This design comes from an exercise in tuning for small area, a short achievable clock period and few clock cycles per item on the open sky130 flow, not from production work. No run shown here included a check of the RTL's function; only the layout flow was run.

## flow/design.v (module list and top-level ports; edited modules follow where they fit)
// module tanh: 1859 lines
module tanh (
    input  clk,
    input  rst,
    input  [13:0] i_x,
    input  i_valid,
    output o_ready,
    output [13:0] o_fx,
    output o_valid,
    input  i_ready
);
  // ...
==> flow/run.sh <==
#!/bin/bash
# synth_recipe.tcl (not shown) runs the flow's synth.tcl, then flattens the netlist and writes it again
# the make line also repeats each setting of config.mk as NAME=value (left out here)
make -C /OpenROAD-flow-scripts/flow DESIGN_CONFIG=/design/flow/config.mk WORK_HOME=/design/flow/orfs CLKGATE_MAP_FILE= SYNTH_SCRIPT=/design/flow/synth_recipe.tcl finish
==> flow/config.mk <==
export PLATFORM = sky130hd
export DESIGN_NAME = tanh
export DESIGN_NICKNAME = tanh
export VERILOG_FILES = /design/flow/design.v
export SDC_FILE = /design/flow/constraint.sdc
export NUM_CORES = 4
export LEC_CHECK = 0
export CAP_MARGIN = 20
export CORE_MARGIN = 2
export CORE_UTILIZATION = 40
export SETUP_SLACK_MARGIN = 4
export SLEW_MARGIN = 20
==> flow/constraint.sdc <==
create_clock -name core_clock -period 8.0 [get_ports {clk}]
set_input_delay 1.6000 -clock core_clock [delete_from_list [all_inputs] [get_ports {clk}]]
set_output_delay 1.6000 -clock core_clock [all_outputs]
set_load 0.01 [all_outputs]
==> summary.txt, run 1 <==
# TYPE chip_impl_metric gauge
chip_impl_metric{name="viasPerCell",unit=""} 5.20
chip_impl_info{name="criticalPathCategory",value="flop to flop"} 1
chip_impl_metric{name="met2RoutedLength",unit="mm"} 40.8
chip_impl_metric{name="post_cts.repair.setup_buffers",unit=""} 412
chip_impl_info{name="worstHoldPathType",value="flop to flop"} 1
chip_impl_metric{name="grt_first_pass_wirelength",unit="mm"} 137
chip_impl_metric{name="chipWidth",unit="um"} 299
chip_impl_metric{name="max_slew.worst_pin.slew",unit="ps"} 1030
chip_impl_metric{name="detail_route.wl_per_cell",unit="um"} 17.1
chip_impl_info{name="hold_start",value="x_s5[6]"} 1
chip_impl_metric{name="rows",unit=""} 108
chip_impl_metric{name="maxSlewHeadroom",unit="%"} 31.2
chip_impl_metric{name="globalRouteMet2Util",unit="%"} 31.4
chip_impl_info{name="grt_setup_unrepaired",value="yes"} 1
chip_impl_metric{name="final_cell_count_no_fill",unit=""} 4886
chip_impl_metric{name="grt_start_max_net_pins",unit=""} 88
chip_impl_metric{name="synthesis.instances",unit=""} 3323
chip_impl_info{name="yosys.area.top_type",value="sky130_fd_sc_hd__edfxtp_1"} 1
chip_impl_info{name="crit_top_cell",value="sky130_fd_sc_hd__fa_1"} 1
chip_impl_metric{name="largest_stage_delay_on_the_critical_path",unit="ps"} 540
chip_impl_metric{name="global_route.usage.met1",unit="%"} 25.3
chip_impl_info{name="status",value="timing/DRC/antenna clean"} 1
chip_impl_info{name="synth_top_flop_cell",value="sky130_fd_sc_hd__edfxtp_1"} 1
chip_impl_metric{name="floorplan.initialDensity",unit="%"} 40.3
chip_impl_info{name="highest_layer",value="met4"} 1
chip_impl_metric{name="insertedDiodeCount",unit=""} 0
chip_impl_metric{name="synth-seq-cells",unit=""} 333
chip_impl_metric{name="final_core_utilization",unit="%"} 50.4
chip_impl_metric{name="post_layout_minimum_cycle_time",unit="ps"} 5470
==> run 2: changes to the inputs <==
--- a/flow/config.mk
+++ b/flow/config.mk
@@ -8,5 +8,4 @@
 export CAP_MARGIN = 20
 export CORE_MARGIN = 2
 export CORE_UTILIZATION = 40
-export SETUP_SLACK_MARGIN = 4
 export SLEW_MARGIN = 20
==> run 2 against run 1 <==
Non-clock buffer count shrank 490. Sequential cell count stayed put. Design area is 15% lower. Critical path type unchanged. Largest cell class unchanged. Critical path depth grew 2. Register-to-register slack worse by 610 ps. Fmax is 10% lower. Clock skew shrank 17 ps. Via count down 8.9%. Die area stayed put. Core utilization shrank 7.3 points.
==> summary.txt, run 2 <==
# TYPE chip_impl_metric gauge
chip_impl_metric{name="netlist_area",unit="sq mm"} 0.0349
chip_impl_metric{name="crit_path_max_fanout",unit=""} 13
chip_impl_metric{name="area_growth",unit="%"} 6.94
chip_impl_metric{name="port_buffers",unit=""} 33
chip_impl_metric{name="routed_wl",unit="mm"} 79.4
chip_impl_metric{name="layout-drive-gt1-share",unit="%"} 4.90
chip_impl_metric{name="asyncSetResetFlopFracSynth",unit="%"} 0
chip_impl_metric{name="worst_skew_pair.late_latency",unit="ps"} 570
chip_impl_info{name="clockRootBuffer",value="sky130_fd_sc_hd__clkbuf_16"} 1
chip_impl_metric{name="yosysSeqAreaShare",unit="%"} 28.3
chip_impl_metric{name="skew",unit="ps"} 19.1
chip_impl_metric{name="detail-route-antenna-nets",unit=""} 0
chip_impl_metric{name="maxSlewHeadroom",unit="%"} 28.2
chip_impl_info{name="commonest_cells_in_the_synthesized_netlist",value="sky130_fd_sc_hd__inv_1 (501), sky130_fd_sc_hd__xnor2_1 (393), sky130_fd_sc_hd__fa_1 (352), sky130_fd_sc_hd__edfxtp_1 (320), sky130_fd_sc_hd__a22oi_1 (318)"} 1
chip_impl_metric{name="max_slew.worst_pin.slew",unit="ps"} 1080
chip_impl_metric{name="reg2reg_depth",unit=""} 18
chip_impl_metric{name="viasPerCell",unit=""} 5.27
chip_impl_metric{name="area_share_of_the_leading_cell_type_in_the_synthesized_netlist",unit="%"} 27.5
chip_impl_metric{name="die_area",unit="sq mm"} 0.0897
chip_impl_metric{name="post_layout_minimum_cycle_time",unit="ps"} 6070
chip_impl_info{name="criticalPathCategory",value="flop to flop"} 1
chip_impl_metric{name="final_net_count",unit=""} 3879
chip_impl_metric{name="grt_start_max_net_pins",unit=""} 84
chip_impl_metric{name="clock_tree.htree_level_count",unit=""} 2
chip_impl_metric{name="final_cell_count_no_fill",unit=""} 4399
chip_impl_metric{name="grt_first_pass_wirelength",unit="mm"} 130
chip_impl_metric{name="die_height",unit="um"} 299
chip_impl_metric{name="top_level_ports",unit=""} 34
chip_impl_metric{name="gp_congestion",unit=""} 0.854
chip_impl_metric{name="detail_route.wl_per_cell",unit="um"} 18.1
chip_impl_metric{name="tritoncts.num_buffers",unit=""} 40
chip_impl_metric{name="chipWidth",unit="um"} 299
chip_impl_info{name="synth_top_flop_cell",value="sky130_fd_sc_hd__edfxtp_1"} 1
chip_impl_metric{name="cp.arrival",unit="ps"} 6380
chip_impl_metric{name="synth-seq-cells",unit=""} 333
chip_impl_metric{name="grt_antenna_before_repair",unit=""} 2
chip_impl_metric{name="final_worst_path_period_share",unit="%"} 75.9
chip_impl_metric{name="drtIter0Drc",unit=""} 1548
chip_impl_metric{name="dp_cells",unit=""} 4326
chip_impl_info{name="yosys.cell_count.top_type",value="sky130_fd_sc_hd__inv_1"} 1
chip_impl_info{name="layout_common_cells",value="sky130_fd_sc_hd__inv_1 (501), sky130_fd_sc_hd__xnor2_1 (393), sky130_fd_sc_hd__fa_1 (352), sky130_fd_sc_hd__edfxtp_1 (320), sky130_fd_sc_hd__a22oi_1 (318)"} 1
chip_impl_metric{name="post_cts.repair.setup_buffers",unit=""} 0
chip_impl_metric{name="hold_slack",unit="ps"} 415
chip_impl_metric{name="min_path_cells",unit=""} 0
chip_impl_metric{name="grt_pass1_vias",unit=""} 23700
chip_impl_metric{name="rows",unit=""} 108
chip_impl_metric{name="post_cts_hold_buffer_count",unit=""} 0
chip_impl_info{name="setup.worst_path.end_class",value="flop"} 1
chip_impl_metric{name="route.detailed.drc",unit=""} 0
chip_impl_info{name="grt_setup_unrepaired",value="no"} 1
chip_impl_metric{name="globalRouteOverflowTotal",unit=""} 0
chip_impl_info{name="worstHoldPathType",value="flop to flop"} 1
chip_impl_metric{name="globalRouteTotalUtil",unit="%"} 18.0
chip_impl_info{name="synth.area.top_cells",value="sky130_fd_sc_hd__edfxtp_1 (28%), sky130_fd_sc_hd__fa_1 (20%), sky130_fd_sc_hd__ha_1 (11%)"} 1
chip_impl_metric{name="finalHoldViolCount",unit=""} 0
chip_impl_metric{name="totalNegativeSetupSlack",unit="ps"} 0
chip_impl_metric{name="floorplan.initialDensity",unit="%"} 40.3
chip_impl_metric{name="synthesis.instances",unit=""} 3323
chip_impl_metric{name="timing_max_transition_violations_final",unit=""} 0
chip_impl_metric{name="core-area",unit="sq mm"} 0.0866
chip_impl_info{name="status",value="timing/DRC/antenna clean"} 1
chip_impl_metric{name="maxCapViolCount",unit=""} 0
chip_impl_metric{name="drt_pre_antenna_iters",unit=""} 6
chip_impl_metric{name="final_core_utilization",unit="%"} 43.1
chip_impl_metric{name="synth-edff-count",unit=""} 320
chip_impl_metric{name="final.fill_count",unit=""} 8183
chip_impl_metric{name="final_hpwl_from_detailed_placement",unit="mm"} 59.1
chip_impl_metric{name="yosysWarnings",unit=""} 1
chip_impl_metric{name="cts.path.max_buffers",unit=""} 3
chip_impl_metric{name="setup_viol",unit=""} 0
chip_impl_metric{name="tritoncts_num_sinks",unit=""} 333
chip_impl_metric{name="ys_types",unit=""} 70
chip_impl_metric{name="cts.repair.resized",unit=""} 0
chip_impl_metric{name="dr_total_vias",unit=""} 23200
chip_impl_info{name="cts_tree",value="yes"} 1
chip_impl_metric{name="timing.fmax",unit="MHz"} 165
chip_impl_metric{name="syn_avg_cell_area",unit="sq um"} 10.5
chip_impl_metric{name="cp_data_required_time",unit="ps"} 8310
chip_impl_info{name="layout_commonest_cell",value="sky130_fd_sc_hd__inv_1"} 1
chip_impl_metric{name="postSynthNetCount",unit=""} 3989
chip_impl_info{name="yosys.area.top_type",value="sky130_fd_sc_hd__edfxtp_1"} 1
chip_impl_info{name="timing.critical_path.from_type",value="flop"} 1
chip_impl_metric{name="worst_setup_hold_path_clk_slew",unit="ps"} 60
run 2: cell types whose count changed in the layout (fill, tap and decap cells not counted), sizes merged:
cell      delta
buf        -490
clkbuf       +3
clkinv       +4
clkinvlp     -5
diode        +1
run 2: per-stage QoR:
stage,area [sq um],setup slack [ps]
6_report,37300,1930
3_5_place_dp,36000,1920
5_1_grt,37300,1540
3_3_place_gp,36000,1970
4_1_cts,37300,1900
2_1_floorplan,34900,2130
run 2: routing by layer:
metal  vias up  track usage, %  wire (um)
li1      11000               -          -
met3       123            2.10       3550
met2       558            30.3      38400
met1     11500            24.5      35400
met5         -               0         11
met4         2            5.15       2100
run 2: final timing paths:
check	from	to	slack (ps)
worst max-delay path	xe_neg_s6[1]	e0[10]	1930
worst min-delay path	x_s3[12]	x_s4[12]	410
worst max register to register	xe_neg_s6[1]	e0[10]	1930
worst min register to register	x_s3[12]	x_s4[12]	410
run 2: cell families (layout without fill, tap and decap cells):
family	after synthesis	in the layout	synth area share (%)
AO/OA/AOI/OAI	648	648	13.0
multiplexers	70	70	2.21
XOR/XNOR	503	503	12.6
AND/OR/NAND/NOR	416	416	5.51
flip-flops	333	333	28.3
buffers and inverters	705	625	7.60
adder cells (fa/ha/maj)	648	648	30.8
other	0	1	0
run 2: area by class of cell:
type                    count  area [sq um]  area share [%]
inverters                 509          1910            5.12
well taps                1155          1450            3.87
repair buffers             44           413            1.11
clock inverters            26           250           0.670
flip-flops and latches    333          9870            26.4
multi-input cells        2285         22400            60.0
diodes                      1          2.50         0.00670
clock buffers              46          1040            2.79
run 2: worst max-delay path, stage by stage, from the launching register on:
cell                       delay (ps)
sky130_fd_sc_hd__edfxtp_1         810
sky130_fd_sc_hd__clkinv_1         490
sky130_fd_sc_hd__xnor2_1          270
sky130_fd_sc_hd__fa_1             510
sky130_fd_sc_hd__inv_1             50
sky130_fd_sc_hd__fa_1             530
sky130_fd_sc_hd__inv_1             50
sky130_fd_sc_hd__fa_1             530
sky130_fd_sc_hd__inv_1             60
sky130_fd_sc_hd__fa_1             470
sky130_fd_sc_hd__ha_1             340
sky130_fd_sc_hd__o21a_1           200
sky130_fd_sc_hd__o21ai_0          210
sky130_fd_sc_hd__o311a_4          280
sky130_fd_sc_hd__o211ai_2         140
sky130_fd_sc_hd__a221o_1          360
sky130_fd_sc_hd__a21oi_2          180
sky130_fd_sc_hd__xnor2_2           80
sky130_fd_sc_hd__mux2_2           260

==> separate check: timing with driven ports <==
The results above use ideal ports. As a check the final layouts listed here were re-extracted and re-timed, cells and wires unchanged. Step 1: set_driving_cell puts a clkbuf_16 on clk and a buf_2 on each other input, an assumption about the parent block. Step 2 times the ports against the registers' clock, not the clock port: input delays grow and output delays shrink by t, the midpoint of the rising clock arrivals with the driver on. Three values: ideal ports, drivers, drivers and shift; two values: the first two.
run | t (ns) | setup slack, ns | clock arrival spread, ns | worst slew at a driven data input, ns | pins driven straight from the clock port
run 1 | 0.629 | 2.534 / 2.534 / 2.534 | 0.039 / 0.039 | 0.03 | 1
run 2 | 0.611 | 1.927 / 1.927 / 1.927 | 0.024 / 0.024 | 0.07 | 1
After both steps every run listed still meets setup and hold.
